This design comes from an exercise in tuning for small area and a short achievable clock period on the open sky130 flow, not from production work.
Where RTL was checked, it was by simulation tests only, not by an equivalence proof against the original.
For runs 6 to 8, only the layout was checked, not whether the RTL still works.
Power and IR drop assume default switching activity.

==> flow/design.v <==
module lowp2(signal_in,
             signal_out,
             time_constant,
             clock_in,
             reset,
             enable);
input                 enable;
input  signed [27:0]  signal_in;
output signed [27:0]  signal_out;
input  signed [4:0]   time_constant;
input                 clock_in;
input                 reset;
localparam N = 256;
localparam W = 36;
reg  [28*(N-1)-1:0] sr;     
reg  [27:0]     last;       
reg  [7:0]      cnt;        
reg             full;       
reg  [W-1:0]    sum;        
wire            full_next = ~reset & (full | (cnt == 8'd255));
wire [W-1:0] base = sum - {{(W-28){last[27]}}, last};
wire [W-1:0] nsum;
lowp2_add #(.W(W)) add (.a({{(W-28){signal_in[27]}}, signal_in}), .b(base), .clr(reset),
                        .y(nsum));
always @(posedge clock_in) begin
    sr   <= {sr[28*(N-2)-1:0], signal_in};
    last <= full_next ? sr[28*(N-1)-1 -: 28] : 28'd0;
end
always @(posedge clock_in) begin
    if (reset) begin
        cnt  <= 8'd0;
        full <= 1'b0;
    end else begin
        cnt  <= cnt + 8'd1;
        full <= full_next;
    end
    sum <= nsum;
end
assign signal_out = sum[W-1:8];
endmodule
module lowp2_add #(parameter W = 36) (a, b, clr, y);
input  [W-1:0] a;
input  [W-1:0] b;
input          clr;
output [W-1:0] y;
wire [W-1:0] gn0 = ~(a & b);
wire [W-1:0] pn0 = ~(a ^ b);
wire [W-1:0] p   = a ^ b;
wire [W-1:0] g1, p1, gn2, pn2, g3, p3, gn4, pn4, g5, p5, gn6, pn6;
lowp2_pfx_n #(.W(W), .D(1))  l1 (.gn(gn0), .pn(pn0), .g(g1),  .p(p1));
lowp2_pfx_t #(.W(W), .D(2))  l2 (.g(g1),  .p(p1),  .gn(gn2), .pn(pn2));
lowp2_pfx_n #(.W(W), .D(4))  l3 (.gn(gn2), .pn(pn2), .g(g3),  .p(p3));
lowp2_pfx_t #(.W(W), .D(8))  l4 (.g(g3),  .p(p3),  .gn(gn4), .pn(pn4));
lowp2_pfx_n #(.W(W), .D(16)) l5 (.gn(gn4), .pn(pn4), .g(g5),  .p(p5));
lowp2_pfx_t #(.W(W), .D(32)) l6 (.g(g5),  .p(p5),  .gn(gn6), .pn(pn6));
lowp2_sum #(.W(W)) s (.p(p), .cn({gn6[W-2:0], 1'b1}), .clr(clr), .y(y));
endmodule
module lowp2_pfx_t #(parameter W = 36, parameter D = 1) (g, p, gn, pn);
input  [W-1:0] g;
input  [W-1:0] p;
output [W-1:0] gn;
output [W-1:0] pn;
genvar i;
generate
    for (i = 0; i < W; i = i + 1) begin : bt
        if (i >= D) begin : mix
            assign gn[i] = ~(g[i] | (p[i] & g[i-D]));
            assign pn[i] = ~(p[i] & p[i-D]);
        end else begin : pass
            assign gn[i] = ~g[i];
            assign pn[i] = ~p[i];
        end
    end
endgenerate
endmodule
module lowp2_pfx_n #(parameter W = 36, parameter D = 1) (gn, pn, g, p);
input  [W-1:0] gn;
input  [W-1:0] pn;
output [W-1:0] g;
output [W-1:0] p;
genvar i;
generate
    for (i = 0; i < W; i = i + 1) begin : bt
        if (i >= D) begin : mix
            assign g[i] = ~(gn[i] & (pn[i] | gn[i-D]));
            assign p[i] = ~(pn[i] | pn[i-D]);
        end else begin : pass
            assign g[i] = ~gn[i];
            assign p[i] = ~pn[i];
        end
    end
endgenerate
endmodule
module lowp2_sum #(parameter W = 36) (p, cn, clr, y);
input  [W-1:0] p;
input  [W-1:0] cn;
input          clr;
output [W-1:0] y;
assign y = ~((p ^ cn) | {W{clr}});
endmodule
==> flow/flow/run.sh <==
#!/bin/bash
# The standard layout (the standard.sh), with changes to how it is made:
#  - ports are buffered with buf_4 instead of the delay buffer buffer_ports picks by default;
#  - CTS inserts no dummy loads, and drives up to 20 flip-flops from each clkbuf_8 leaf;
#  - timing repair aims for a setup margin, so that it sizes the few paths through the
#    adder and the ports for speed (the SDC and its clock period are the standard flow's, unchanged);
set -euo pipefail
CTS="-sink_clustering_enable -repair_clock_nets -dont_use_dummy_load"
CTS="$CTS -sink_clustering_size 20 -sink_clustering_max_diameter 50"
CTS="$CTS -sink_clustering_buffer sky130_fd_sc_hd__clkbuf_8"
# all ports on one stretch of the left edge, beside the adder and the sum registers
PINS="-exclude top:* -exclude bottom:* -exclude right:* -exclude left:0-200 -exclude left:300-490"
bash standard.sh \
  "BUFFER_PORTS_ARGS=-buffer_cell sky130_fd_sc_hd__buf_4" \
  "CTS_ARGS=$CTS" \
  "PLACE_PINS_ARGS=$PINS" \
  "SETUP_SLACK_MARGIN=13.15" \
  finish > standard_make.log 2>&1
==> flow/standard.sh <==
#!/bin/bash
# synth_recipe.tcl (not shown) runs the flow's synth.tcl, then flattens the netlist and writes it again
# the make line also repeats each setting of config.mk as NAME=value (left out here)
make -C /OpenROAD-flow-scripts/flow DESIGN_CONFIG=/design/flow/config.mk WORK_HOME=/design/flow/orfs CLKGATE_MAP_FILE= SYNTH_SCRIPT=/design/flow/synth_recipe.tcl "${@:-finish}"
==> flow/config.mk <==
export PLATFORM = sky130hd
export DESIGN_NAME = lowp2
export DESIGN_NICKNAME = lowp2
export VERILOG_FILES = /design/flow/design.v
export SDC_FILE = /design/flow/constraint.sdc
export NUM_CORES = 4
export LEC_CHECK = 0
export CAP_MARGIN = 20
export CORE_MARGIN = 2
export CORE_UTILIZATION = 62
export PLACE_DENSITY = 0.72
export SLEW_MARGIN = 20
export SYNTH_HIERARCHICAL = 1
export SYNTH_MINIMUM_KEEP_SIZE = 0
==> flow/constraint.sdc <==
create_clock -name core_clock -period 18.0 [get_ports {clock_in}]
set_input_delay 3.6000 -clock core_clock [delete_from_list [all_inputs] [get_ports {clock_in}]]
set_output_delay 3.6000 -clock core_clock [all_outputs]
set_load 0.01 [all_outputs]
==> run summary, run 1 <==
- Dpl cells: approximately 11,000
- Kind of critical path: reg2out
- Area grow syn2layout: 7.85%
- Crit path required time: between 10,000 and 15,000 ps
- First-pass GRT wire length: approximately 280 mm
- Clk sinks: 7,213
- Die ar.: around 250,000 um2
- CTS tree: built
- Slew headroom: between 30% and 40%
- Top Family by Delay on Critical Path: flip-flops
- Cell-by-cell trace of the critical path: buf_6
- Pwr Density: between 150 and 200 nW/um2
- Slowest cell on the critical path: dfxtp_4
- Slew @ Worst Pin: ~970 ps
- Layout cell share with drive strength beyond 1: 7.99%
- Fill cells: around 15,000
- Post-layout min period: 4990 ps
- Gr ovfl total: 0
- Post-Syn Instances: about 8,100
- Setup Viol. Count Final: 0
- GPL Wtd Cong: around 0.73
- Row count: 180
- Pre-antenna DRT Iters: 4
- CP Capture Type: primary output
- Setup tns final: 0 ps
- Die Y: just under 500 um
- Worst-path clk slew: 110 ps
- Worst-case clock buffer depth: 4
- Status: timing/DRC/antenna clean
- Die width: between 400 and 500 um
- Post-Layout Cell Count: 11,800
- H-tree depth: 5
- Core area: around 240,000 um2
- Buffers and inverters on the worst path: 1
- Final Util: 67.2%
- Io pins: 64
- Power, Total: about 0.025 W
- Num CTS Buffers: approximately 440
- Post-CTS Hold Buffers: 0
- Post-DP HPWL: slightly below 100 mm
- Antenna viol nets, final: 0
- Clock Skew: approximately 130 ps
- Vias per inst: around 4.2
- Starting density of the core: 62.3%
- Pin count of the biggest net entering global routing: 30
- IO Port Bufs: 57
- Hold violation count in the final report: 0
- Hold Crit Class: reg2reg
- Reg2Reg Setup Slack: approximately 13,000 ps
- Design Area, Final: ~160,000 um2
- Max incr delay on CP: 410 ps
- Remaining DRCs: 0
- Total track usage: 14.3%
- Type of origin of the critical path: flop
- Via count: between 40,000 and 50,000
- Leakage: ~65 nW
- Starting DRC count in detailed routing: 2,068
- Warnings from Yosys: 7
- Max-cap violations: 0
- Initial antenna violation count: 5
- Worst EP arrival: ~1400 ps
- Mapped Nets: just over 8,000
- Vias in the first global route: slightly above 50,000
- RSZ-0062 raised after global routing: true
- CTS Root Cell: clkbuf_16
- Final wirelength: between 150 and 200 mm
- Clock Latency Late Sink: slightly above 900 ps
- Final Net Count: 8,707
- Fmax: roughly 0.20 GHz
- DP Area: about 150,000 um2
- Slew Viols, Final: 0
- Drt wl/cell: ~15 um
- Mapped Area: 150,000 um2
- Critical-path maximum fanout: 2
- Fin crit share: between 20% and 30%
- Syn Area/Cell: around 18 um2
- Peak supply drop: 96.9 uV
## power by group
part	leakage [nW]	total (W)	switching, W	internal (W)
registers	58.6	0.0163	0.0000905	0.0162
logic	2.84	0.00236	0.00155	0.000805
clock network	3.44	0.00670	0.00423	0.00247
total	64.9	0.0253	0.00587	0.0194
## layout by cell type, fill, tap and decap left out, drive strengths merged, types with 3 or more instances in the layout
cell,count
dfxtp,7213
clkbuf,443
inv,172
nor2,124
o21ai,103
a21oi,99
nand2,86
buf,85
ha,72
xor2,51
and2,29
xnor2,23
nand4,11
a21o,9
nor2b,8
nand3,6
diode,5
o21a,5
and3,4
o21bai,4
o211ai,4
o31ai,4
a31oi,4
nor3,3
## cell type report
type	count	area (um2)	area share [%]
diodes	5	12.5	0.00775
clock buffers	443	6650	4.12
flip-flops and latches	7213	144000	89.5
inverters	172	646	0.400
multi-input cells	683	4900	3.04
repair buffers	85	756	0.468
well taps	3185	3990	2.47
## through the flow
step | hold slack [ps] | worst slack (ps)
4_1_cts | 228 | 12890
6_report | 217 | 13010
3_3_place_gp | 310 | 11810
3_5_place_dp | 312 | 11840
5_1_grt | 218 | 12900
2_1_floorplan | 310 | 13140
## flip-flops by register name, summed over array words and instances, names as in the netlist
register	count
sr	7140
sum	36
last	28
cnt	8
full	1
## worst register-to-register path, cell delays in order (launching register included)
cell,delay [ps]
dfxtp_1,540
inv_1,100
ha_1,380
a21oi_1,440
o221ai_2,180
a21oi_2,390
o41ai_4,130
buf_4,170
a41oi_1,320
xnor2_1,210
ha_1,330
inv_1,140
nor2_1,90
a21oi_1,170
o21ai_1,110
a21oi_1,130
o21ai_1,90
a21oi_2,200
xor2_1,170
nor2_1,50
## final timing paths
path | start | end | cells after the start
worst min register to register | sr[7060] | sr[7088] | 0
worst max-delay path | sum[33] | signal_out[25] | 1
worst max register to register | last[16] | sum[34] | 19
worst min-delay path | sr[7060] | sr[7088] | 0
## timing repair
action | CTS | global route
gates resized for setup | 93 | 33
endpoints found under the hold margin | 0 | 0
buffers inserted | 24 | 2
pin swaps | 4 | 2
setup endpoints to repair | 48 | 45
## layer usage
metal  vias to the layer above  track usage (%)  part of all wire (%)  wire length [um]
li1                      25600                -                     -                 -
met2                       617             20.0                    39             68700
met1                     23200             22.6                    54             94500
met3                       388             2.93                   3.8              6640
met5                         -                0                     0                 0
met4                         0             4.43                   2.6              4590
==> run 2, diff against run 1 <==
--- a/flow/flow/run.sh
+++ b/flow/flow/run.sh
@@ -7,5 +7,5 @@
 set -euo pipefail
 CTS="-sink_clustering_enable -repair_clock_nets -dont_use_dummy_load"
-CTS="$CTS -sink_clustering_size 20 -sink_clustering_max_diameter 50"
+CTS="$CTS -sink_clustering_size 20 -sink_clustering_max_diameter 50 -branching_point_buffers_distance 1000"
 CTS="$CTS -sink_clustering_buffer sky130_fd_sc_hd__clkbuf_8"
 # all ports on one stretch of the left edge, beside the adder and the sum registers
==> run 2 against run 1 <==
Still clean on timing, DRC and antenna; clock power about the same; utilization unchanged; die area unchanged; non-clock buffer count unchanged; setup slack unchanged; synthesized area unchanged; largest cell class unchanged.
==> run summary, run 2 <==
- Row count: 180 (unchanged)
- Worst-case clock buffer depth: 4 (unchanged)
- Reg2Reg Setup Slack: 13,470 ps (about the same)
- Total track usage: 14.3% (unchanged)
- Hold violation count in the final report: 0 (unchanged)
- DRT met1 WL: 94.5 mm (unchanged)
- Fill cells: 15,000 (unchanged)
- CTS tree: built
- Met2 wire length: 68.7 mm (unchanged)
- Starting density of the core: 62.3% (unchanged)
- Num CTS Buffers: 443 (unchanged)
- Die width: 495 um (unchanged)
- Buffers and inverters on the worst path: 1 (unchanged)
- Post-Syn Instances: 8,114 (unchanged)
- Kind of critical path: reg2out
- Core area: 240,000 um2 (unchanged)
- Critical-path maximum fanout: 2 (unchanged)
- Commonest cells after routing, fill and taps aside: dfxtp_1 (7,183), clkbuf_8 (394), inv_1 (143), nor2_1 (102), nand2_1 (85)
- First-pass GRT wire length: 280 mm (unchanged)
- Via count: 49,800 (unchanged)
- Top routing layer used: met4
- Metal3 WL: 6.64 mm (unchanged)
- Syn Area/Cell: 18.4 um2 (unchanged)
- Final wirelength: 174 mm (unchanged)
- Status: timing/DRC/antenna clean
- Post-layout min period: 4990 ps (unchanged)
- Slew @ Worst Pin: 968 ps (unchanged)
- Drt wl/cell: 14.8 um (unchanged)
- Crit path required time: 14,400 ps (about the same)
- Max-cap violations: 0 (unchanged)
- Clock Skew: 133 ps (unchanged)
- Hold Crit Class: reg2reg
- Final Net Count: 8,707 (unchanged)
- Vias in the first global route: 51,800 (unchanged)
- DP Area: 154,000 um2 (unchanged)
- Most common cell after layout, fill and taps aside: dfxtp_1
- Slew Viols, Final: 0 (unchanged)
- Initial antenna violation count: 5 (unchanged)
- Pre-antenna DRT Iters: 4 (unchanged)
- Remaining DRCs: 0 (unchanged)
- Setup tns final: 0 ps (unchanged)
- Setup Viol. Count Final: 0 (unchanged)
- Max reg flops: 7,140 (unchanged)
- Pin count of the biggest net entering global routing: 30 (unchanged)
- Depth of the most critical reg-to-reg path: 19 (unchanged)
- Hold endpoint: sr[7088]
- Clk sinks: 7,213 (unchanged)
- Design Area, Final: 161,000 um2 (unchanged)
- RSZ-0062 raised after global routing: true
- Warnings from Yosys: 7 (unchanged)
- Cell-by-cell trace of the critical path: buf_6
- Io pins: 64 (unchanged)
- Area grow syn2layout: 7.85% (unchanged)
- Clock Latency Late Sink: 930 ps (about the same)
- Worst EP arrival: 1390 ps (about the same)
- Post-DP HPWL: 97.3 mm (unchanged)
- Hold_sp: sr[7060]
- Mapped Nets: 8,223 (unchanged)
- Type of origin of the critical path: flop
- CP Capture Type: primary output
- H-tree depth: 5 (unchanged)
- RR Startpoint: last[16]
- Die ar.: 245,000 um2 (unchanged)
- Vias per inst: 4.22 (unchanged)
- Gr ovfl total: 0 (unchanged)
- Peak supply drop: 96.9 uV (unchanged)
- Slew headroom: 35.4% (unchanged)
- Starting DRC count in detailed routing: 2,068 (unchanged)
- IO Port Bufs: 57 (unchanged)
- Largest registers: sr x7140, sum x36, last x28
- Max incr delay on CP: 410 ps (about the same)
- Hold path cells: 0 (unchanged)
- Leakage: 64.9 nW (unchanged)
- GPL Wtd Cong: 0.735 (unchanged)
- Antenna viol nets, final: 0 (unchanged)
- Slowest cell on the critical path: dfxtp_4
- Worst r2r dst: sum[34]
- Most flop-heavy register: sr
- CTS Root Cell: clkbuf_16
- Fin crit share: 27.7% (unchanged)
- Worst-path clk slew: 110 ps (about the same)
- Pwr Density: 157 nW/um2 (unchanged)
- Layout cell share with drive strength beyond 1: 7.99% (unchanged)
- Fmax: 0.200 GHz (unchanged)
- Die Y: 495 um (unchanged)
- Top Family by Delay on Critical Path: flip-flops
- Mapped Area: 150,000 um2 (unchanged)
run 2: worst max path at each step:
stage | from | endpoint | slack, ps | cells after the start
2_1_floorplan | signal_in[7] | sum[34] | 13140 | 10
3_5_place_dp | signal_in[12] | sum[29] | 11840 | 11
6_report | sum[33] | signal_out[25] | 13010 | 1
5_1_grt | sum[33] | signal_out[25] | 12900 | 1
3_3_place_gp | signal_in[12] | sum[29] | 11810 | 11
4_1_cts | sum[33] | signal_out[25] | 12890 | 1
run 2: final cells by class:
| class | count | area (um2) | area share [%] |
|---|---|---|---|
| diodes | 5 | 12.5 | 0.00775 |
| well taps | 3185 | 3990 | 2.47 |
| multi-input cells | 683 | 4900 | 3.04 |
| flip-flops and latches | 7213 | 144000 | 89.5 |
| repair buffers | 85 | 756 | 0.468 |
| inverters | 172 | 646 | 0.400 |
| clock buffers | 443 | 6650 | 4.12 |
run 2: stage by stage:
stage	utilization (%)	cells	hold WS (ps)	setup slack, ps	total power [W]
after floorplan	-	8114	310	13140	0.0180
after CTS	67.1	11800	228	12890	0.0256
after global placement	64.2	11300	310	11810	0.0189
final	67.2	11800	217	13010	0.0253
after global routing	67.2	11800	218	12900	0.0264
after detailed placement	64.2	11300	312	11840	0.0189
run 2: per-layer routing:
| metal | global-route usage, % | vias to the layer above |
|---|---|---|
| met5 | 0 | - |
| met4 | 4.43 | 0 |
| met3 | 2.93 | 388 |
| met2 | 20.0 | 617 |
| met1 | 22.6 | 23200 |
| li1 | - | 25600 |
run 2: report_power, final:
part | internal [W] | leakage [nW] | switching (W)
combinational | 0.000805 | 2.84 | 0.00155
clock | 0.00247 | 3.44 | 0.00423
sequential | 0.0162 | 58.6 | 0.0000905
run 2: timing repair:
item,CTS,global route
setup endpoints to repair,48,45
pin swaps,4,2
hold buffers,0,0
setup buffers,24,2
gates resized for setup,93,33
==> run 3, diff against run 2 <==
--- a/flow/flow/run.sh
+++ b/flow/flow/run.sh
@@ -7,5 +7,5 @@
 set -euo pipefail
 CTS="-sink_clustering_enable -repair_clock_nets -dont_use_dummy_load"
-CTS="$CTS -sink_clustering_size 20 -sink_clustering_max_diameter 50 -branching_point_buffers_distance 1000"
+CTS="$CTS -sink_clustering_size 20 -sink_clustering_max_diameter 50 -branching_point_buffers_distance 1000 -distance_between_buffers 200"
 CTS="$CTS -sink_clustering_buffer sky130_fd_sc_hd__clkbuf_8"
 # all ports on one stretch of the left edge, beside the adder and the sum registers
==> run 3 against run 2 <==
Still clean; die area unchanged; sequential share of layout area up 0.11 points; power down 0.34%; fmax up 1.2%; via count down 0.23%; cell area down 0.12%; non-clock buffer count unchanged.
==> run summary, run 3 <==
- Setup Viol. Count Final: 0 (unchanged)
- Area grow syn2layout: 7.72%
- Flop pwr share: 64.4% (+0.2 points)
- RSZ-0062 raised after global routing: true
- Fill cells: 15,100 (+0.37%)
- Worst-path clk slew: 100 ps (about the same)
- Num CTS Buffers: 431 (-2.7%)
- CTS Root Cell: clkbuf_16
- CP Capture Type: primary output
- Clk pwr share: 26.0% (-0.5 points)
- DP Area: 154,000 um2 (unchanged)
- Slew Viols, Final: 0 (unchanged)
- CTS tree: built
- Post-Layout Cell Count: 11,800 (-0.11%)
- Hold violation count in the final report: 0 (unchanged)
- Total track usage: 14.1% (-0.22 points)
- Syn Area/Cell: 18.4 um2 (unchanged)
- Die ar.: 245,000 um2 (unchanged)
- Critical-path maximum fanout: 2 (unchanged)
- Post-layout min period: 4930 ps (-57.8 ps)
- Mapped Area: 150,000 um2 (unchanged)
- Type of origin of the critical path: flop
- Post-CTS Hold Buffers: 0 (unchanged)
- Most flop-heavy register: sr
- Die width: 495 um (unchanged)
- Starting DRC count in detailed routing: 2,066 (-0.097%)
- Kind of critical path: reg2out
- Layout cell share with drive strength beyond 1: 8.05% (+0.058 points)
- Io pins: 64 (unchanged)
- Starting density of the core: 62.3% (unchanged)
- Design Area, Final: 161,000 um2 (-0.12%)
- Worst-case clock buffer depth: 4 (unchanged)
- Clock Skew: 126 ps (-6.75 ps)
- Clock Latency Late Sink: 850 ps (-80 ps)
- Final wirelength: 173 mm (-0.57%)
- First-pass GRT wire length: 278 mm (-0.80%)
- Pre-antenna DRT Iters: 6 (+2)
- Initial antenna violation count: 5 (unchanged)
- Gr ovfl total: 0 (unchanged)
- Final Net Count: 8,695 (-0.14%)
- Max reg flops: 7,140 (unchanged)
- Pin count of the biggest net entering global routing: 30 (unchanged)
- Remaining DRCs: 0 (unchanged)
- Post-DP HPWL: 97.3 mm (unchanged)
- Slowest cell on the critical path: dfxtp_4
- Vias in the first global route: 51,500 (-0.55%)
- Die Y: 495 um (unchanged)
- IO Port Bufs: 57 (unchanged)
- GPL Wtd Cong: 0.735 (unchanged)
- Final Util: 67.1% (-0.081 points)
- Crit path required time: 14,400 ps (about the same)
- Max incr delay on CP: 420 ps (about the same)
- Row count: 180 (unchanged)
- Via count: 49,700 (-0.23%)
- Fmax: 0.203 GHz (+1.2%)
- Most common cell after layout, fill and taps aside: dfxtp_1
- Slew headroom: 34.8% (-0.55 points)
- Fin crit share: 27.4% (-0.32 points)
- Drt wl/cell: 14.7 um (-0.46%)
- Worst EP arrival: 1330 ps (-60 ps)
- Cell-by-cell trace of the critical path: buf_6
- Warnings from Yosys: 7 (unchanged)
- Largest registers: sr x7140, sum x36, last x28
- Switching Power: 0.00588 W (+0.15%)
- Mapped Nets: 8,223 (unchanged)
- Dpl cells: 11,300 (unchanged)
- Leakage: 64.8 nW (-0.20%)
- Gate power share: 9.6% (+0.3 points)
- H-tree depth: 5 (unchanged)
- Commonest cells after routing, fill and taps aside: dfxtp_1 (7,183), clkbuf_8 (394), inv_1 (143), nor2_1 (94), nand2_1 (85)
- Pint: 0.0194 W (-0.48%)
- Slew @ Worst Pin: 977 ps (+8.21 ps)
- Post-Syn Instances: 8,114 (unchanged)
- Status: timing/DRC/antenna clean
- Hold Crit Class: reg2reg
- Antenna viol nets, final: 0 (unchanged)
- Core area: 240,000 um2 (unchanged)
- Switching fraction of total power: 23.3% (+0.11 points)
- Vias per inst: 4.22 (-0.12%)
- Buffers and inverters on the worst path: 1 (unchanged)
- Peak supply drop: 96.9 uV (about the same)
- Pwr Density: 156 nW/um2 (-0.22%)
- Max-cap violations: 0 (unchanged)
- Clk sinks: 7,213 (unchanged)
- Setup tns final: 0 ps (unchanged)
- Top Family by Delay on Critical Path: flip-flops
## run 3: power groups by stage
| stage | Combinational (W) | Clock, W | Sequential [W] |
|---|---|---|---|
| 3_5_place_dp | 0.00228 | 0 | 0.0166 |
| 3_3_place_gp | 0.00231 | 0 | 0.0166 |
| 4_1_cts | 0.00239 | 0.00682 | 0.0163 |
| 2_1_floorplan | 0.00146 | 0 | 0.0166 |
| 5_1_grt | 0.00270 | 0.00735 | 0.0163 |
| 6_report | 0.00242 | 0.00655 | 0.0163 |
## run 3: path summary, 6_finish.rpt
| kind | startpoint | to | slack [ps] | cells after the start |
|---|---|---|---|---|
| worst max-delay path | sum[33] | signal_out[25] | 13070 | 1 |
| worst min-delay path | sr[7060] | sr[7088] | 220 | 0 |
| worst max register to register | last[7] | sum[25] | 13420 | 18 |
| worst min register to register | sr[7060] | sr[7088] | 220 | 0 |
## run 3: routing by layer
| layer | up-vias | global-route usage [%] | wire (um) |
|---|---|---|---|
| met4 | 0 | 4.19 | 4460 |
| met2 | 588 | 19.7 | 67900 |
| li1 | 25600 | - | - |
| met1 | 23100 | 22.5 | 94500 |
| met3 | 363 | 2.58 | 6600 |
| met5 | - | 0 | 0 |
## run 3: through the flow
step | setup WS, ps | total power (W) | hold WS (ps)
after detailed placement | 11840 | 0.0189 | 312
after CTS | 12960 | 0.0255 | 219
after floorplan | 13140 | 0.0180 | 310
after global placement | 11810 | 0.0189 | 310
after global routing | 12980 | 0.0263 | 216
final | 13070 | 0.0252 | 222
## run 3: area by class of cell
cell class              instances  area, um2  area share, %
clock buffers                 431       6350           3.94
inverters                     172        646          0.400
multi-input cells             683       5010           3.11
well taps                    3185       3990           2.47
diodes                          4       10.0        0.00621
flip-flops and latches       7213     144000           89.6
repair buffers                 85        756          0.469
## run 3: repair_timing
item,CTS,global route
setup buffers,23,3
endpoints found under the setup margin,51,50
resized for setup,98,53
pin swaps,3,3
==> run 4, diff against run 3 <==
--- a/flow/flow/run.sh
+++ b/flow/flow/run.sh
@@ -15,4 +15,4 @@
   "CTS_ARGS=$CTS" \
   "PLACE_PINS_ARGS=$PINS" \
-  "SETUP_SLACK_MARGIN=13.15" \
+  "SETUP_SLACK_MARGIN=13.6" \
   finish > standard_make.log 2>&1
==> run 4 against run 3 <==
Largest cell class unchanged; power increased by 4.4%; still clean on timing, DRC and antenna; global-route usage increased by 0.066 points; fmax decreased by 1.2%.
==> run summary, run 4 <==
- Setup Viol. Count Final: 0 (unchanged)
- Gr ovfl total: 0 (unchanged)
- IO Port Bufs: 57 (unchanged)
- Crit path required time: 14,400 ps (about the same)
- Initial antenna violation count: 8 (+3)
- First-pass GRT wire length: 279 mm (+0.53%)
- Post-layout min period: 4990 ps (+59.6 ps)
- Slew Viols, Final: 0 (unchanged)
- Hold Crit Class: reg2reg
- Commonest cells after routing, fill and taps aside: dfxtp_1 (7,182), clkbuf_8 (389), inv_1 (82), buf_4 (69), nor2_1 (64)
- Vias per inst: 4.23 (+0.25%)
- Remaining DRCs: 0 (unchanged)
- Starting DRC count in detailed routing: 1,881 (-9.0%)
- Most flop-heavy register: sr
- Final Net Count: 8,740 (+0.52%)
- GPL Wtd Cong: 0.760 (+3.5%)
- Pin count of the biggest net entering global routing: 46 (+53%)
- Layout cell share with drive strength beyond 1: 11.2% (+3.1 points)
- Antenna viol nets, final: 0 (unchanged)
- Drt wl/cell: 14.7 um (-0.29%)
- Die ar.: 245,000 um2 (unchanged)
- Leakage: 65.4 nW (+0.91%)
- Kind of critical path: reg2out
- Cell-by-cell trace of the critical path: buf_6
- Num CTS Buffers: 426 (-1.2%)
- Die width: 495 um (unchanged)
- Slowest cell on the critical path: dfxtp_4
- Post-CTS Hold Buffers: 0 (unchanged)
- H-tree depth: 5 (unchanged)
- Largest registers: sr x7140, sum x36, last x28
- WHS: 227 ps (+5.82 ps)
- Top Family by Delay on Critical Path: flip-flops
- Pre-antenna DRT Iters: 5 (-1)
- CTS Root Cell: clkbuf_16
- Final wirelength: 174 mm (about the same)
- Peak supply drop: 114 uV (+17%)
- Status: timing/DRC/antenna clean
- Worst EP arrival: 1390 ps (+60 ps)
- Via count: 50,000 (+0.61%)
- Clk sinks: 7,213 (unchanged)
- Fmax: 0.200 GHz (-1.2%)
- Slew @ Worst Pin: 708 ps (-269 ps)
- Max reg flops: 7,140 (unchanged)
- Buffers and inverters on the worst path: 1 (unchanged)
- Row count: 180 (unchanged)
- Io pins: 64 (unchanged)
- Most common cell after layout, fill and taps aside: dfxtp_1
- Hold violation count in the final report: 0 (unchanged)
- Setup tns final: 0 ps (unchanged)
- Clock Skew: 119 ps (-6.86 ps)
- Pwr Density: 161 nW/um2 (+3.1%)
- Critical-path maximum fanout: 2 (unchanged)
- Area grow syn2layout: 9.07%
- Starting density of the core: 62.3% (unchanged)
- RSZ-0062 raised after global routing: true
- Number of cells on the critical path: 1 (unchanged)
- Slew headroom: 52.8% (+18 points)
- Max incr delay on CP: 440 ps (+20 ps)
- Syn Area/Cell: 18.4 um2 (unchanged)
- CTS tree: built
- Type of origin of the critical path: flop
- Post-Syn Instances: 8,114 (unchanged)
- Die Y: 495 um (unchanged)
- CP Capture Type: primary output
- Core area: 240,000 um2 (unchanged)
- Fin crit share: 27.7% (+0.33 points)
- Mapped Nets: 8,223 (unchanged)
- Mapped Area: 150,000 um2 (unchanged)
- Warnings from Yosys: 7 (unchanged)
- Max-cap violations: 0 (unchanged)
- Worst-case clock buffer depth: 4 (unchanged)
- Total track usage: 14.2% (+0.066 points)
- Vias in the first global route: 52,200 (+1.4%)
- Post-DP HPWL: 97.0 mm (-0.31%)
- Depth of the most critical reg-to-reg path: 20 (+2)
- Worst-path clk slew: 110 ps (about the same)
- Clock Latency Late Sink: 850 ps (about the same)
- Hold path cells: 0 (unchanged)
[run 4: changes by cell type in the layout (fill, tap and decap cells not counted), moves of 33 or more]
| cell | delta |
|---|---|
| nor2_4 | +36 |
| a21oi_1 | -36 |
| inv_2 | +33 |
| inv_1 | -61 |
| o21ai_4 | +35 |
| o21ai_1 | -47 |
[run 4: repair_timing]
| action | CTS | global route |
|---|---|---|
| gates cloned | 0 | 0 |
| resized for setup | 416 | 133 |
| pin swaps | 91 | 84 |
| buffers inserted | 61 | 15 |
| setup endpoints to repair | 58 | 60 |
[run 4: worst paths after layout]
| check | from | endpoint | slack [ps] |
|---|---|---|---|
| max | sum[35] | signal_out[27] | 13010 |
| min | sr[99] | sr[127] | 230 |
| max reg2reg | last[2] | sum[34] | 13660 |
| min reg2reg | sr[99] | sr[127] | 230 |
[run 4: power breakdown]
group | total [W] | internal, W | switching (W) | leakage, nW
logic | 0.00358 | 0.00141 | 0.00217 | 3.48
registers | 0.0163 | 0.0162 | 0.0000907 | 58.6
clock network | 0.00651 | 0.00233 | 0.00418 | 3.25
[run 4: through the flow]
| step | std cells | cell area, um2 | util [%] | total power (W) | setup WS (ps) |
|---|---|---|---|---|---|
| after floorplan | 8114 | 150000 | - | 0.0180 | 13140 |
| after global placement | 11300 | 154000 | 64.2 | 0.0190 | 11930 |
| after detailed placement | 11300 | 154000 | 64.2 | 0.0189 | 11960 |
| after CTS | 11800 | 163000 | 67.7 | 0.0263 | 12930 |
| after global routing | 11800 | 163000 | 67.9 | 0.0275 | 12930 |
| final | 11800 | 163000 | 67.9 | 0.0263 | 13010 |
[run 4: per-layer routing]
layer	vias up	global-route usage, %	part of all wire (%)
met5	-	0	0
met1	23300	22.5	54
met4	0	3.75	2.3
li1	25700	-	-
met2	634	19.9	39
met3	328	2.86	4.0
[run 4: cell type report]
cell class / count / area [um2]
multi-input cells: 683 / 6390
clock buffers: 426 / 6280
repair buffers: 135 / 1360
fillers: 14800 / 77000
flip-flops and latches: 7213 / 144000
well taps: 3185 / 3990
inverters: 172 / 757
diodes: 1 / 2.50
==> run 5, diff against run 4 <==
--- a/flow/flow/run.sh
+++ b/flow/flow/run.sh
@@ -7,5 +7,5 @@
 set -euo pipefail
 CTS="-sink_clustering_enable -repair_clock_nets -dont_use_dummy_load"
-CTS="$CTS -sink_clustering_size 20 -sink_clustering_max_diameter 50 -branching_point_buffers_distance 1000 -distance_between_buffers 200"
+CTS="$CTS -sink_clustering_size 20 -sink_clustering_max_diameter 50 -branching_point_buffers_distance 1000 -distance_between_buffers 150"
 CTS="$CTS -sink_clustering_buffer sky130_fd_sc_hd__clkbuf_8"
 # all ports on one stretch of the left edge, beside the adder and the sum registers
==> run 5 against run 4 <==
Clock power is 3% higher; worst hold slack lost 1.9 ps; critical path depth unchanged; fmax is 0.77% lower; wire length increased by 0.85%; largest power group unchanged; highest routed layer unchanged.
==> run summary, run 5 <==
- Post-Syn Instances: 8,114 (unchanged)
- Worst EP arrival: 1430 ps (+40 ps)
- Fmax: 0.199 GHz (-0.77%)
- Worst r2r dst: sum[34]
- Vias in the first global route: 52,600 (+0.71%)
- Hold endpoint: sr[127]
- Post-Layout Cell Count: 11,800 (+0.25%)
- Depth of the most critical reg-to-reg path: 21 (+5.0%)
- Slowest cell on the critical path: dfxtp_4
- Pre-CTS setup slack: 11,960 ps (unchanged)
- Gr ovfl total: 0 (unchanged)
- Pwr Density: 162 nW/um2 (+0.49%)
- Clock Skew: 116 ps (-2.79 ps)
- Max-cap violations: 0 (unchanged)
- Slew headroom: 52.5% (-0.29 points)
- Worst-path clk slew: 110 ps (about the same)
- Via count: 50,000 (+0.15%)
- Dpl cells: 11,300 (unchanged)
- Pre-antenna DRT Iters: 5 (unchanged)
- Die ar.: 245,000 um2 (unchanged)
- Top Family by Delay on Critical Path: flip-flops
- Slew Viols, Final: 0 (unchanged)
- First-pass GRT wire length: 281 mm (+0.54%)
- Mapped Area: 150,000 um2 (unchanged)
- Fin crit share: 28.0% (+0.22 points)
- Post-layout min period: 5030 ps (+39.0 ps)
- Mapped Nets: 8,223 (unchanged)
- Hold Crit Class: reg2reg
- Hold path cells: 0 (unchanged)
- Cell-by-cell trace of the critical path: buf_6
- Critical-path maximum fanout: 2 (unchanged)
- Die width: 495 um (unchanged)
- Type of origin of the critical path: flop
- RR Startpoint: last[2]
- H-tree depth: 5 (unchanged)
- Vias per inst: 4.22 (-0.11%)
- Final wirelength: 175 mm (+0.85%)
- Most common cell after layout, fill and taps aside: dfxtp_1
- Max incr delay on CP: 440 ps (about the same)
- IO Port Bufs: 57 (unchanged)
- Num CTS Buffers: 442 (+3.8%)
- CTS Root Cell: clkbuf_16
- GPL Wtd Cong: 0.760 (unchanged)
- Leakage: 65.6 nW (+0.40%)
- Status: timing/DRC/antenna clean
- Largest registers: sr x7140, sum x36, last x28
- Post-DP HPWL: 97.0 mm (unchanged)
- Buffers and inverters on the worst path: 1 (unchanged)
- Slew @ Worst Pin: 712 ps (+4.37 ps)
- Peak supply drop: 114 uV (about the same)
- Syn Area/Cell: 18.4 um2 (unchanged)
- CP Capture Type: primary output
- Total track usage: 14.4% (+0.21 points)
- Area grow syn2layout: 9.41%
- Antenna viol nets, final: 0 (unchanged)
- Io pins: 64 (unchanged)
- Layout cell share with drive strength beyond 1: 11.2% (+0.054 points)
- Die Y: 495 um (unchanged)
- Pin count of the biggest net entering global routing: 46 (unchanged)
- Setup Viol. Count Final: 0 (unchanged)
- Clock Latency Late Sink: 890 ps (+40 ps)
- Hold violation count in the final report: 0 (unchanged)
- Reg2Reg Setup Slack: 13,620 ps (-40 ps)
- Hold_sp: sr[99]
- Fill cells: 14,800 (-0.40%)
- RSZ-0062 raised after global routing: true
- Setup tns final: 0 ps (unchanged)
- Kind of critical path: reg2out
- Post-CTS Hold Buffers: 0 (unchanged)
- Starting DRC count in detailed routing: 2,018 (+7.3%)
- Power, Total: 0.0266 W (+0.80%)
- CTS tree: built
- Starting density of the core: 62.3% (unchanged)
- Remaining DRCs: 0 (unchanged)
- Worst-case clock buffer depth: 5 (+1)
- Crit path required time: 14,400 ps (about the same)
- Clk sinks: 7,213 (unchanged)
- Max reg flops: 7,140 (unchanged)
- Initial antenna violation count: 9 (+1)
- Commonest cells after routing, fill and taps aside: dfxtp_1 (7,183), clkbuf_8 (389), inv_1 (94), buf_4 (71)
- Final Net Count: 8,770 (+0.34%)
- Core area: 240,000 um2 (unchanged)
- Warnings from Yosys: 7 (unchanged)
- Row count: 180 (unchanged)
- Final worst setup slack: 12,970 ps (-39.0 ps)
- Drt wl/cell: 14.8 um (+0.59%)
- Most flop-heavy register: sr
run 5: report_power, final:
part | internal, W | switching (W) | leakage, nW | total (W)
Sequential | 0.0162 | 0.0000902 | 58.6 | 0.0163
Clock | 0.00249 | 0.00421 | 3.45 | 0.00670
Combinational | 0.00143 | 0.00217 | 3.55 | 0.00360
Total | 0.0201 | 0.00647 | 65.6 | 0.0266
run 5: timing repair:
action | in CTS | in global routing
gates resized for setup | 464 | 77
setup buffers | 73 | 17
pin swaps | 93 | 76
endpoints found under the setup margin | 56 | 59
run 5: layout make-up:
cell class	instances	area (um2)	share of cell area, %
flip-flops and latches	7213	144000	88.2
clock buffers	442	6680	4.08
multi-input cells	683	6370	3.89
well taps	3185	3990	2.43
repair buffers	149	1500	0.918
inverters	172	738	0.451
diodes	1	2.50	0.00153
run 5: stage by stage:
step                utilization [%]  hold slack (ps)  instance area [um2]
floorplan                         -              310               150000
global placement               64.2              309               154000
detailed placement             64.2              312               154000
CTS                            68.0              228               163000
global route                   68.2              219               164000
finish                         68.2              225               164000
run 5: routing by layer:
metal	vias to the layer above	routed length (um)	track usage [%]
met5	-	0	0
met4	0	3700	3.78
met3	334	7160	3.44
met2	660	69000	20.1
met1	23300	95200	22.6
li1	25700	-	-
run 5: how the worst max path moves through the flow:
stage,from,slack [ps],depth (start not counted),to
3_5_place_dp,signal_in[8],11960,11,sum[29]
4_1_cts,sum[33],12900,1,signal_out[25]
6_report,sum[35],12970,1,signal_out[27]
5_1_grt,sum[33],12890,1,signal_out[25]
2_1_floorplan,signal_in[7],13140,10,sum[34]
3_3_place_gp,signal_in[13],11930,11,sum[21]
==> run 6, diff against run 5 <==
--- a/flow/design.v
+++ b/flow/design.v
@@ -17,10 +17,11 @@
 reg  [7:0]      cnt;        
 reg             full;       
-reg  [W-1:0]    sum;        
+reg  [W-1:0]    sumn;       
+reg  [27:0]     outq;       
 wire            full_next = ~reset & (full | (cnt == 8'd255));
-wire [W-1:0] base = sum - {{(W-28){last[27]}}, last};
-wire [W-1:0] nsum;
+wire [W-1:0] base = ~sumn - {{(W-28){last[27]}}, last};
+wire [W-1:0] nsum, nsumn;
 lowp2_add #(.W(W)) add (.a({{(W-28){signal_in[27]}}, signal_in}), .b(base), .clr(reset),
-                        .y(nsum));
+                        .y(nsum), .yn(nsumn));
 always @(posedge clock_in) begin
     sr   <= {sr[28*(N-2)-1:0], signal_in};
@@ -35,13 +36,15 @@
         full <= full_next;
     end
-    sum <= nsum;
+    sumn <= nsumn;
+    outq <= nsum[W-1:8];
 end
-assign signal_out = sum[W-1:8];
+assign signal_out = outq;
 endmodule
-module lowp2_add #(parameter W = 36) (a, b, clr, y);
+module lowp2_add #(parameter W = 36) (a, b, clr, y, yn);
 input  [W-1:0] a;
 input  [W-1:0] b;
 input          clr;
 output [W-1:0] y;
+output [W-1:0] yn;
 wire [W-1:0] gn0 = ~(a & b);
 wire [W-1:0] pn0 = ~(a ^ b);
@@ -54,5 +57,5 @@
 lowp2_pfx_n #(.W(W), .D(16)) l5 (.gn(gn4), .pn(pn4), .g(g5),  .p(p5));
 lowp2_pfx_t #(.W(W), .D(32)) l6 (.g(g5),  .p(p5),  .gn(gn6), .pn(pn6));
-lowp2_sum #(.W(W)) s (.p(p), .cn({gn6[W-2:0], 1'b1}), .clr(clr), .y(y));
+lowp2_sum #(.W(W)) s (.p(p), .cn({gn6[W-2:0], 1'b1}), .clr(clr), .y(y), .yn(yn));
 endmodule
 module lowp2_pfx_t #(parameter W = 36, parameter D = 1) (g, p, gn, pn);
@@ -92,9 +95,11 @@
 endgenerate
 endmodule
-module lowp2_sum #(parameter W = 36) (p, cn, clr, y);
+module lowp2_sum #(parameter W = 36) (p, cn, clr, y, yn);
 input  [W-1:0] p;
 input  [W-1:0] cn;
 input          clr;
 output [W-1:0] y;
-assign y = ~((p ^ cn) | {W{clr}});
+output [W-1:0] yn;
+assign yn = (p ^ cn) | {W{clr}};
+assign y  = ~yn;
 endmodule
--- a/flow/flow/run.sh
+++ b/flow/flow/run.sh
@@ -7,5 +7,5 @@
 set -euo pipefail
 CTS="-sink_clustering_enable -repair_clock_nets -dont_use_dummy_load"
-CTS="$CTS -sink_clustering_size 20 -sink_clustering_max_diameter 50 -branching_point_buffers_distance 1000 -distance_between_buffers 150"
+CTS="$CTS -sink_clustering_size 20 -sink_clustering_max_diameter 50"
 CTS="$CTS -sink_clustering_buffer sky130_fd_sc_hd__clkbuf_8"
 # all ports on one stretch of the left edge, beside the adder and the sum registers
@@ -15,4 +15,4 @@
   "CTS_ARGS=$CTS" \
   "PLACE_PINS_ARGS=$PINS" \
-  "SETUP_SLACK_MARGIN=13.6" \
+  "SETUP_SLACK_MARGIN=13.15" \
   finish > standard_make.log 2>&1
==> run 6 against run 5 <==
Still clean on timing, DRC and antenna; clock power about the same; highest routed layer unchanged; clock skew is 2.5 ps higher; count of clock-buffer cells in the layout rose by 2; sequential power about the same; utilization fell by 0.55 points; register-to-register slack got worse by 230 ps; setup slack better by 64 ps; critical path depth unchanged; synthesized area up 0.45%; cell count hardly changed; first-iteration DRC count shrank 1.6%; worst hold slack worse by 4.2 ps; largest cell class unchanged.
==> run summary, run 6 <==
- Reg2Reg Setup Slack: 13,390 ps (-230 ps)
- Worst EP arrival: 1370 ps (-60 ps)
- Worst setup path endpoint: signal_out[0]
- Remaining DRCs: 0 (unchanged)
- RSZ-0062 raised after global routing: true
- Hold Crit Class: reg2reg
- Fmax: 0.201 GHz (+1.3%)
- Buffers and inverters on the worst path: 1 (unchanged)
- IO Port Bufs: 57 (unchanged)
- Largest registers: sr x7140, sumn x36
- Mapped Area: 150,000 um2 (+0.45%)
- Pwr Density: 160 nW/um2 (-1.5%)
- Post-Layout Cell Count: 11,800 (-0.0084%)
- Max incr delay on CP: 360 ps (-80 ps)
- Worst Setup SP: outq[0]
- Clock Skew: 119 ps (+2.46 ps)
- Max-cap violations: 0 (unchanged)
- Most common cell after layout, fill and taps aside: dfxtp_1
- Top Family by Delay on Critical Path: flip-flops
- Crit path required time: 14,400 ps (about the same)
- Pre-antenna DRT Iters: 5 (unchanged)
- CTS tree: built
- Leakage: 65.5 nW (-0.19%)
- Core area: 241,000 um2 (+0.19%)
- FF+latch area: 145,000 um2 (+0.36%)
- Final wirelength: 171 mm (-2.4%)
- Io pins: 64 (unchanged)
- Setup tns final: 0 ps (unchanged)
- Final Util: 67.6% (-0.55 points)
- CP Capture Type: primary output
- Final Net Count: 8,766 (-0.046%)
- Total track usage: 14.1% (-0.35 points)
- H-tree depth: 5 (unchanged)
- Max reg flops: 7,140 (unchanged)
- Row count: 180 (unchanged)
- Worst-path clk slew: 100 ps (about the same)
- Antenna viol nets, final: 0 (unchanged)
- Slowest cell on the critical path: dfxtp_2
- Type of origin of the critical path: flop
- Pre-CTS setup slack: 11,670 ps (-290 ps)
- Mapped Nets: 8,272 (+0.60%)
- Fin crit share: 27.6% (-0.36 points)
- Hold violation count in the final report: 0 (unchanged)
- Starting density of the core: 62.5% (+0.16 points)
- Post-Syn Instances: 8,163 (+0.60%)
- Post-layout min period: 4970 ps (-64.5 ps)
- Dpl cells: 11,400 (+0.66%)
- Area occupied by multi-input gates: 5700 um2 (-10%)
- Warnings from Yosys: 7 (unchanged)
- Number of cells on the critical path: 1 (unchanged)
- Depth of the most critical reg-to-reg path: 22 (+4.8%)
- Slew Viols, Final: 0 (unchanged)
- Gr ovfl total: 0 (unchanged)
- Commonest cells after routing, fill and taps aside: dfxtp_1 (7,213), clkbuf_8 (395), inv_1 (168), nand2_1 (71), a21oi_1 (67)
- Fill cells: 15,100 (+2.4%)
- Kind of critical path: reg2out
- Clk sinks: 7,241 (+0.39%)
- Vias per inst: 4.22 (about the same)
- Drt wl/cell: 14.4 um (-2.4%)
- Worst-case clock buffer depth: 4 (-1)
- First-pass GRT wire length: 276 mm (-1.7%)
- Post-DP HPWL: 94.3 mm (-2.8%)
- Worst r2r dst: outq[26]
- Post-CTS Hold Buffers: 0 (unchanged)
- GPL Wtd Cong: 0.787 (+3.6%)
- Layout cell share with drive strength beyond 1: 8.84% (-2.4 points)
- Die ar.: 246,000 um2 (+0.45%)
- Via count: 50,000 (-0.068%)
- Die Y: 496 um (+0.22%)
- Setup Viol. Count Final: 0 (unchanged)
- Status: timing/DRC/antenna clean
- Most flop-heavy register: sr
- Vias in the first global route: 52,000 (-1.1%)
- Area grow syn2layout: 8.24%
- Cell-by-cell trace of the critical path: buf_6
- Initial antenna violation count: 6 (-3)
- Final worst setup slack: 13,030 ps (+64.5 ps)
- Slew @ Worst Pin: 562 ps (-150 ps)
- Pin count of the biggest net entering global routing: 42 (-8.7%)
- Critical-path maximum fanout: 1 (-1)
- Num CTS Buffers: 444 (+0.45%)
- Slew headroom: 62.5% (+10 points)
- CTS Root Cell: clkbuf_16
- RR Startpoint: last[4]
- Syn Area/Cell: 18.4 um2 (-0.15%)
- Peak supply drop: 99.0 uV (-13%)
- Clock Latency Late Sink: 930 ps (+40 ps)
- Die width: 496 um (+0.22%)
- Starting DRC count in detailed routing: 1,985 (-1.6%)
## run 6: worst min path at each step
stage | from | endpoint | slack (ps) | cells past startpoint
after floorplan | sr[972] | sr[1000] | 310 | 0
after global placement | sr[2109] | sr[2137] | 310 | 0
after detailed placement | sr[2060] | sr[2088] | 310 | 0
after CTS | sr[7095] | sr[7123] | 220 | 0
after global routing | sr[7095] | sr[7123] | 220 | 0
final | sr[7095] | sr[7123] | 220 | 0
## run 6: what timing repair did
| action | in CTS | in global routing |
|---|---|---|
| pin swaps | 4 | 13 |
| endpoints found under the hold margin | 0 | 0 |
| endpoints found under the setup margin | 68 | 66 |
| gates resized for setup | 113 | 88 |
| setup buffers | 5 | 4 |
## run 6: final cells by class
cell class	count	area share (%)
flip-flops and latches	7241	89.1
clock buffers	444	4.09
multi-input cells	702	3.50
well taps	3185	2.45
inverters	201	0.473
repair buffers	67	0.378
diodes	4	0.00615
## run 6: routing by layer
| layer | track usage [%] | share of wire (%) | vias to the layer above |
|---|---|---|---|
| met1 | 22.3 | 55 | 23200 |
| met5 | 0 | 0 | - |
| met4 | 4.38 | 2.6 | 0 |
| met2 | 19.4 | 39 | 628 |
| met3 | 2.77 | 3.5 | 386 |
| li1 | - | - | 25800 |
## run 6: metrics by stage
step / power, W / hold WS [ps] / area [um2]
after detailed placement: 0.0193 / 312 / 155000
after floorplan: 0.0183 / 310 / 151000
after global routing: 0.0272 / 225 / 163000
after CTS: 0.0262 / 219 / 162000
final: 0.0260 / 221 / 163000
after global placement: 0.0194 / 310 / 155000
## run 6: power by group
part | leakage (nW) | internal (W) | switching, W | total (W)
sequential | 58.9 | 0.0163 | 0.0000750 | 0.0163
clock | 3.44 | 0.00247 | 0.00423 | 0.00670
combinational | 3.20 | 0.00111 | 0.00186 | 0.00297
total | 65.5 | 0.0198 | 0.00616 | 0.0260
==> run 7, diff against run 6 <==
--- a/flow/flow/run.sh
+++ b/flow/flow/run.sh
@@ -5,4 +5,6 @@
 #  - timing repair aims for a setup margin, so that it sizes the few paths through the
 #    adder and the ports for speed (the SDC and its clock period are the standard flow's, unchanged);
+#  - synthesis leaves the adder's gates to ABC instead of mapping them to fa/ha cells
+#    (registers are untouched: same names, same cells);
 set -euo pipefail
 CTS="-sink_clustering_enable -repair_clock_nets -dont_use_dummy_load"
@@ -12,4 +14,5 @@
 PINS="-exclude top:* -exclude bottom:* -exclude right:* -exclude left:0-200 -exclude left:300-490"
 bash standard.sh \
+  "ADDER_MAP_FILE=" \
   "BUFFER_PORTS_ARGS=-buffer_cell sky130_fd_sc_hd__buf_4" \
   "CTS_ARGS=$CTS" \
==> run 7 against run 6 <==
Still clean; synthesized cell count is 0.22% higher; first-iteration DRC count rose by 9.0%; count of clock-buffer cells in the layout down 5; cell count about the same; combinational power is 32% lower; via count increased by 0.12%; die area is 0.18% higher; sequential power hardly changed; critical path type unchanged.
==> run summary, run 7 <==
- Row count: 180 (unchanged)
- Type of origin of the critical path: flop
- Die width: 497 um (about the same)
- Crit path required time: 14,400 ps (about the same)
- Pre-CTS setup slack: 12,000 ps (+323 ps)
- Slowest cell on the critical path: dfxtp_2
- Design Area, Final: 162,000 um2 (-0.39%)
- H-tree depth: 5 (unchanged)
- Pwr Density: 155 nW/um2 (-3.0%)
- WHS: 252 ps (+30.3 ps)
- Layout cell share with drive strength beyond 1: 7.34% (-1.5 points)
- IO Port Bufs: 57 (unchanged)
- Hold endpoint: sr[968]
- Worst EP arrival: 1390 ps (+20 ps)
- Warnings from Yosys: 7 (unchanged)
- Max reg flops: 7,140 (unchanged)
- Peak supply drop: 110 uV (+11%)
- Die Y: 497 um (about the same)
- Post-layout min period: 4990 ps (+18.8 ps)
- FF+latch area: 145,000 um2 (about the same)
- Cell-by-cell trace of the critical path: buf_6
- Gr ovfl total: 0 (unchanged)
- Max incr delay on CP: 360 ps (about the same)
- Syn Area/Cell: 18.4 um2 (about the same)
- Core area: 241,000 um2 (about the same)
- Setup Viol. Count Final: 0 (unchanged)
- Hold_sp: sr[940]
- Initial antenna violation count: 1 (-5)
- Post-Syn Instances: 8,181 (+0.22%)
- Final worst setup slack: 13,010 ps (-18.8 ps)
- Largest registers: sr x7140, sumn x36
- Final Net Count: 8,689 (-0.88%)
- Vias per inst: 4.23 (+0.15%)
- Num CTS Buffers: 439 (-1.1%)
- Vias in the first global route: 52,600 (+1.2%)
- Hold violation count in the final report: 0 (unchanged)
- Clock Skew: 126 ps (+7.57 ps)
- Worst-case clock buffer depth: 4 (unchanged)
- CTS tree: built
- DP Area: 155,000 um2 (-0.26%)
- Buffers and inverters on the worst path: 1 (unchanged)
- Fmax: 0.201 GHz (-0.38%)
- Slew @ Worst Pin: 1030 ps (+464 ps)
- Fill cells: 15,200 (+0.43%)
- Depth of the most critical reg-to-reg path: 17 (-23%)
- Slew headroom: 31.1% (-31 points)
- Clk sinks: 7,241 (unchanged)
- Starting density of the core: 62.5% (about the same)
- Critical-path maximum fanout: 1 (unchanged)
- Worst r2r dst: outq[26]
- RR Startpoint: sumn[13]
- Fin crit share: 27.7% (+0.10 points)
- Status: timing/DRC/antenna clean
- Dpl cells: 11,400 (+0.026%)
- Worst-path clk slew: 110 ps (about the same)
- Hold path cells: 0 (unchanged)
- Top Family by Delay on Critical Path: flip-flops
- Commonest cells after routing, fill and taps aside: dfxtp_1 (7,209), clkbuf_8 (390), nand2_1 (121), nor2_1 (90), xnor2_1 (89)
- Io pins: 64 (unchanged)
- Post-CTS Hold Buffers: 0 (unchanged)
- Reg2Reg Setup Slack: 13,470 ps (+80 ps)
- Hold Crit Class: reg2reg
- Antenna viol nets, final: 0 (unchanged)
- Final wirelength: 172 mm (+0.91%)
- Max-cap violations: 0 (unchanged)
- Clock Latency Late Sink: 930 ps (about the same)
- Remaining DRCs: 0 (unchanged)
- Via count: 50,100 (+0.12%)
- Post-DP HPWL: 95.4 mm (+1.2%)
- Die ar.: 247,000 um2 (+0.18%)
- Mapped Nets: 8,217 (-0.66%)
- RSZ-0062 raised after global routing: true
- CTS Root Cell: clkbuf_16
- GPL Wtd Cong: 0.757 (-3.8%)
- Leakage: 64.9 nW (-0.96%)
- Post-Layout Cell Count: 11,800 (-0.034%)
- Most common cell after layout, fill and taps aside: dfxtp_1
- Drt wl/cell: 14.6 um (+0.95%)
- Setup tns final: 0 ps (unchanged)
- Total track usage: 14.1% (+0.031 points)
- Area grow syn2layout: 7.62%
- Pre-antenna DRT Iters: 5 (unchanged)
- Slew Viols, Final: 0 (unchanged)
- Kind of critical path: reg2out
- Area occupied by multi-input gates: 5610 um2 (-1.7%)
- CP Capture Type: primary output
- Most flop-heavy register: sr
- Pin count of the biggest net entering global routing: 51 (+21%)
- First-pass GRT wire length: 279 mm (+1.2%)
- Starting DRC count in detailed routing: 2,163 (+9.0%)
- Mapped Area: 151,000 um2 (+0.19%)
run 7: timing repair:
item | in CTS | in global routing
pin swaps | 0 | 4
gates resized for setup | 101 | 52
setup buffers | 0 | 7
endpoints found under the setup margin | 64 | 68
run 7: per-layer routing:
metal | up-vias | wire [um] | GRT usage (%)
li1 | 25900 | - | -
met1 | 23300 | 94200 | 22.1
met4 | 0 | 3410 | 3.92
met3 | 300 | 6990 | 3.25
met2 | 610 | 67800 | 19.7
met5 | - | 0 | 0
run 7: area by class of cell:
cell class | instances | area share (%)
diodes | 4 | 0.00617
clock buffers | 439 | 4.07
inverters | 74 | 0.171
multi-input cells | 831 | 3.46
flip-flops and latches | 7241 | 89.5
well taps | 3185 | 2.46
repair buffers | 66 | 0.383
run 7: worst max path at each step:
stage | from | endpoint | slack (ps) | depth (start not counted)
6_report | outq[2] | signal_out[2] | 13010 | 1
3_5_place_dp | signal_in[19] | sumn[25] | 12000 | 10
3_3_place_gp | signal_in[13] | outq[7] | 11900 | 10
2_1_floorplan | signal_in[4] | outq[26] | 13160 | 9
4_1_cts | outq[22] | signal_out[22] | 12920 | 1
5_1_grt | outq[22] | signal_out[22] | 12920 | 1
run 7: power by group:
| part | total (W) | switching [W] | internal, W | leakage, nW |
|---|---|---|---|---|
| logic | 0.00202 | 0.00128 | 0.000743 | 2.61 |
| registers | 0.0164 | 0.000152 | 0.0163 | 58.9 |
| clock network | 0.00668 | 0.00423 | 0.00245 | 3.41 |
run 7: metrics by stage:
step / total power (W) / utilization (%)
5_1_grt: 0.0262 / 67.3
6_report: 0.0251 / 67.3
4_1_cts: 0.0253 / 67.1
2_1_floorplan: 0.0178 / -
3_3_place_gp: 0.0186 / 64.2
3_5_place_dp: 0.0186 / 64.2
==> run 8, diff against run 7 <==
==> flow/flow/run.sh (replaced) <==
#!/bin/bash
# The standard layout (the standard.sh), with changes to how it is made:
#  - ports are buffered with buf_4 instead of the delay buffer buffer_ports picks by default;
#  - CTS inserts no dummy loads, and drives up to 20 flip-flops from each clkbuf_8 leaf;
#  - timing repair aims for a setup margin, so that it sizes the few paths through the
#    adder and the ports for speed (the SDC and its clock period are the standard flow's, unchanged);
set -euo pipefail
CTS="-sink_clustering_enable -repair_clock_nets -dont_use_dummy_load"
CTS="$CTS -sink_clustering_size 20 -sink_clustering_max_diameter 50 -branching_point_buffers_distance 1000 -distance_between_buffers 200"
CTS="$CTS -sink_clustering_buffer sky130_fd_sc_hd__clkbuf_8"
# all ports on one stretch of the left edge, beside the adder and the sum registers
PINS="-exclude top:* -exclude bottom:* -exclude right:* -exclude left:0-200 -exclude left:300-490"
bash standard.sh \
  "BUFFER_PORTS_ARGS=-buffer_cell sky130_fd_sc_hd__buf_4" \
  "CTS_ARGS=$CTS" \
  "PLACE_PINS_ARGS=$PINS" \
  "SETUP_SLACK_MARGIN=13.4" \
  finish > standard_make.log 2>&1
==> run 8 against run 7 <==
Power rose by 8.8%; synthesized cell count decreased by 0.22%; register-to-register slack worse by 50 ps; worst hold slack got worse by 5.6 ps; non-clock buffer count is 77 higher; die area is 0.18% lower; via count grew 0.29%; global-route usage shrank 0.14 points; largest cell class unchanged; largest power group unchanged; highest routed layer unchanged.
==> run summary, run 8 <==
- Status: timing/DRC/antenna clean
- Drt wl/cell: 14.5 um (-0.62%)
- Depth of the most critical reg-to-reg path: 21 (+4)
- Die Y: 496 um (about the same)
- Io pins: 64 (unchanged)
- Number of cells on the critical path: 1 (unchanged)
- Max incr delay on CP: 420 ps (+60 ps)
- Final worst setup slack: 13,070 ps (+58.5 ps)
- Max reg flops: 7,140 (unchanged)
- IO Port Bufs: 57 (unchanged)
- Slew @ Worst Pin: 941 ps (-85.5 ps)
- Hold violation count in the final report: 0 (unchanged)
- Fin crit share: 27.4% (-0.32 points)
- Type of origin of the critical path: flop
- Most common cell after layout, fill and taps aside: dfxtp_1
- Commonest cells after routing, fill and taps aside: dfxtp_1 (7,210), clkbuf_8 (395), inv_1 (135), buf_6 (67), buf_4 (59)
- Num CTS Buffers: 432 (-1.6%)
- Setup tns final: 0 ps (unchanged)
- Most flop-heavy register: sr
- Starting density of the core: 62.5% (about the same)
- Final Net Count: 8,830 (+1.6%)
- Vias in the first global route: 51,700 (-1.7%)
- CTS Root Cell: clkbuf_16
- WHS: 246 ps (-5.61 ps)
- Syn Area/Cell: 18.4 um2 (about the same)
- Max-cap violations: 0 (unchanged)
- Core area: 241,000 um2 (about the same)
- Top Family by Delay on Critical Path: flip-flops
- Cell-by-cell trace of the critical path: buf_6
- Vias per inst: 4.21 (-0.32%)
- Flop pwr share: 59.8% (-5.5 points)
- Die ar.: 246,000 um2 (-0.18%)
- Leakage: 66.3 nW (+2.2%)
- Peak supply drop: 119 uV (+8.3%)
- Final Util: 68.5% (+1.2 points)
- Clk pwr share: 24.0% (-2.6 points)
- Gr ovfl total: 0 (unchanged)
- RSZ-0062 raised after global routing: true
- Fill cells: 14,900 (-1.5%)
- Initial antenna violation count: 3 (+2)
- CP Capture Type: primary output
- Area grow syn2layout: 9.64%
- Die width: 496 um (about the same)
- Pwr Density: 166 nW/um2 (+7.0%)
- DP Area: 155,000 um2 (+0.26%)
- Pin count of the biggest net entering global routing: 43 (-16%)
- Pre-antenna DRT Iters: 4 (-1)
- Switching fraction of total power: 24.9% (+2.4 points)
- Remaining DRCs: 0 (unchanged)
- Antenna viol nets, final: 0 (unchanged)
- Via count: 50,200 (+0.29%)
- Layout cell share with drive strength beyond 1: 11.5% (+4.2 points)
- Reg2Reg Setup Slack: 13,420 ps (-50 ps)
- Pre-CTS setup slack: 11,870 ps (-124 ps)
- GPL Wtd Cong: 0.741 (-2.1%)
- Largest registers: sr x7140, sumn x36
- Worst setup path endpoint: signal_out[10]
- Starting DRC count in detailed routing: 2,050 (-5.2%)
- Setup Viol. Count Final: 0 (unchanged)
- RR Startpoint: sumn[1]
- Post-Syn Instances: 8,163 (-0.22%)
- Gate power share: 16.2% (+8.1 points)
- Hold Crit Class: reg2reg
- Slew Viols, Final: 0 (unchanged)
- Switching Power: 0.00681 W (+20%)
- Post-layout min period: 4930 ps (-58.5 ps)
- Slowest cell on the critical path: dfxtp_4
- Fmax: 0.203 GHz (+1.2%)
- Post-CTS Hold Buffers: 0 (unchanged)
- Clock Latency Late Sink: 840 ps (-90 ps)
- Mapped Nets: 8,272 (+0.67%)
- Hold_sp: sr[7092]
- Clk sinks: 7,241 (unchanged)
- Warnings from Yosys: 7 (unchanged)
- Final wirelength: 172 mm (about the same)
- Pint: 0.0205 W (+5.5%)
- Worst EP arrival: 1330 ps (-60 ps)
- First-pass GRT wire length: 276 mm (-1.4%)
- Worst-path clk slew: 100 ps (about the same)
- Crit path required time: 14,400 ps (about the same)
- Worst r2r dst: outq[26]
- Design Area, Final: 165,000 um2 (+1.7%)
- Worst-case clock buffer depth: 4 (unchanged)
- Clock Skew: 120 ps (-6.02 ps)
- Row count: 180 (unchanged)
- Kind of critical path: reg2out
- Worst Setup SP: outq[10]
- Critical-path maximum fanout: 1 (unchanged)
- Mapped Area: 150,000 um2 (-0.19%)
- Post-DP HPWL: 96.3 mm (+0.93%)
- CTS tree: built
- H-tree depth: 5 (unchanged)
- Buffers and inverters on the worst path: 1 (unchanged)
- Total track usage: 13.9% (-0.14 points)
- Slew headroom: 36.8% (+5.7 points)
run 8: cell count changes in the layout (fill, tap and decap cells not counted), sizes merged, moves of 13 or more:
cell / previous run / this run
a21o: 4 / 17
nor2: 102 / 88
xor2: 62 / 17
nand2: 121 / 77
ha: 0 / 72
inv: 74 / 199
maj3: 22 / 0
xnor2: 121 / 56
buf: 66 / 143
a21oi: 80 / 97
run 8: worst min path at each step:
stage	endpoint	cells past startpoint
after floorplan	sr[1000]	0
after global placement	sr[2275]	0
after detailed placement	sr[1425]	0
after CTS	sr[7120]	0
after global routing	sr[7065]	0
final	sr[7120]	0
run 8: layout make-up:
class,instances,area (um2),area share (%)
timing repair buffer,143,1520,0.924
multi-input combinational,702,7100,4.30
sequential,7241,145000,88.0
clock buffer,432,6360,3.86
tap,3185,3990,2.42
antenna,8,20.0,0.0121
inverter,201,862,0.523
run 8: routing by layer:
metal / part of all wire (%) / wire (um) / GRT usage (%) / up-vias
met4: 2.7 / 4570 / 4.41 / 0
met5: 0 / 0 / 0 / -
met2: 39 / 67400 / 19.2 / 584
met1: 55 / 94300 / 22.3 / 23400
met3: 3.5 / 6090 / 2.44 / 357
li1: - / - / - / 25900
run 8: power groups by stage:
stage / Combinational, W / Clock (W) / Sequential (W)
2_1_floorplan: 0.00165 / 0 / 0.0167
3_3_place_gp: 0.00273 / 0 / 0.0167
3_5_place_dp: 0.00268 / 0 / 0.0167
4_1_cts: 0.00380 / 0.00683 / 0.0164
5_1_grt: 0.00477 / 0.00735 / 0.0164
6_report: 0.00442 / 0.00657 / 0.0164
run 8: repair_timing:
action | in CTS | in global routing
gates resized for setup | 372 | 233
pin swaps | 105 | 135
setup endpoints to repair | 83 | 84
setup buffers | 46 | 39
run 8: metrics by stage:
step,power [W],instances
floorplan,0.0183,8163
global placement,0.0194,11400
detailed placement,0.0194,11400
CTS,0.0270,11900
global route,0.0285,11900
finish,0.0273,11900

-- static timing again, ports no longer ideal --
In the flow no input, the clock included, has a driving cell. The finished layouts below were timed again as built, in two steps. Step 1 (the two cells are an assumption about what drives the block):
set clk [get_ports {clock_in}]
set_driving_cell -lib_cell sky130_fd_sc_hd__clkbuf_16 $clk
set_driving_cell -lib_cell sky130_fd_sc_hd__buf_2 [delete_from_list [all_inputs] $clk]
Step 2 moves the port delays by t, midway between the first and last clock arrival at a register: inputs arrive t later, outputs are due t later. That takes back most of the time a late clock gives input paths. Slacks: ideal / step 1 / step 2; pairs: ideal / step 1.
| run | t, ns | setup slack, ns | worst setup path at the end | worst data-port slew with drivers (ns) |
|---|---|---|---|---|
| run 1 | 0.915 | 13.008 / 12.943 / 12.269 | input to register | 0.06 |
| run 2 | 0.915 | 13.008 / 12.943 / 12.269 | input to register | 0.06 |
| run 3 | 0.851 | 13.066 / 13.000 / 12.277 | input to register | 0.07 |
| run 4 | 0.869 | 13.007 / 12.942 / 12.426 | input to register | 0.11 |
| run 5 | 0.902 | 12.968 / 12.902 / 12.471 | input to register | 0.11 |
| run 6 | 0.940 | 13.032 / 12.960 / 12.216 | input to register | 0.08 |
| run 7 | 0.944 | 13.013 / 12.946 / 12.315 | input to register | 0.07 |
| run 8 | 0.863 | 13.072 / 13.003 / 12.336 | input to register | 0.10 |
After both steps setup and hold are still met in every run listed. For run 6, which loses most, drivers alone change the setup slack by -0.072 ns; drivers and shift together by -0.816 ns.
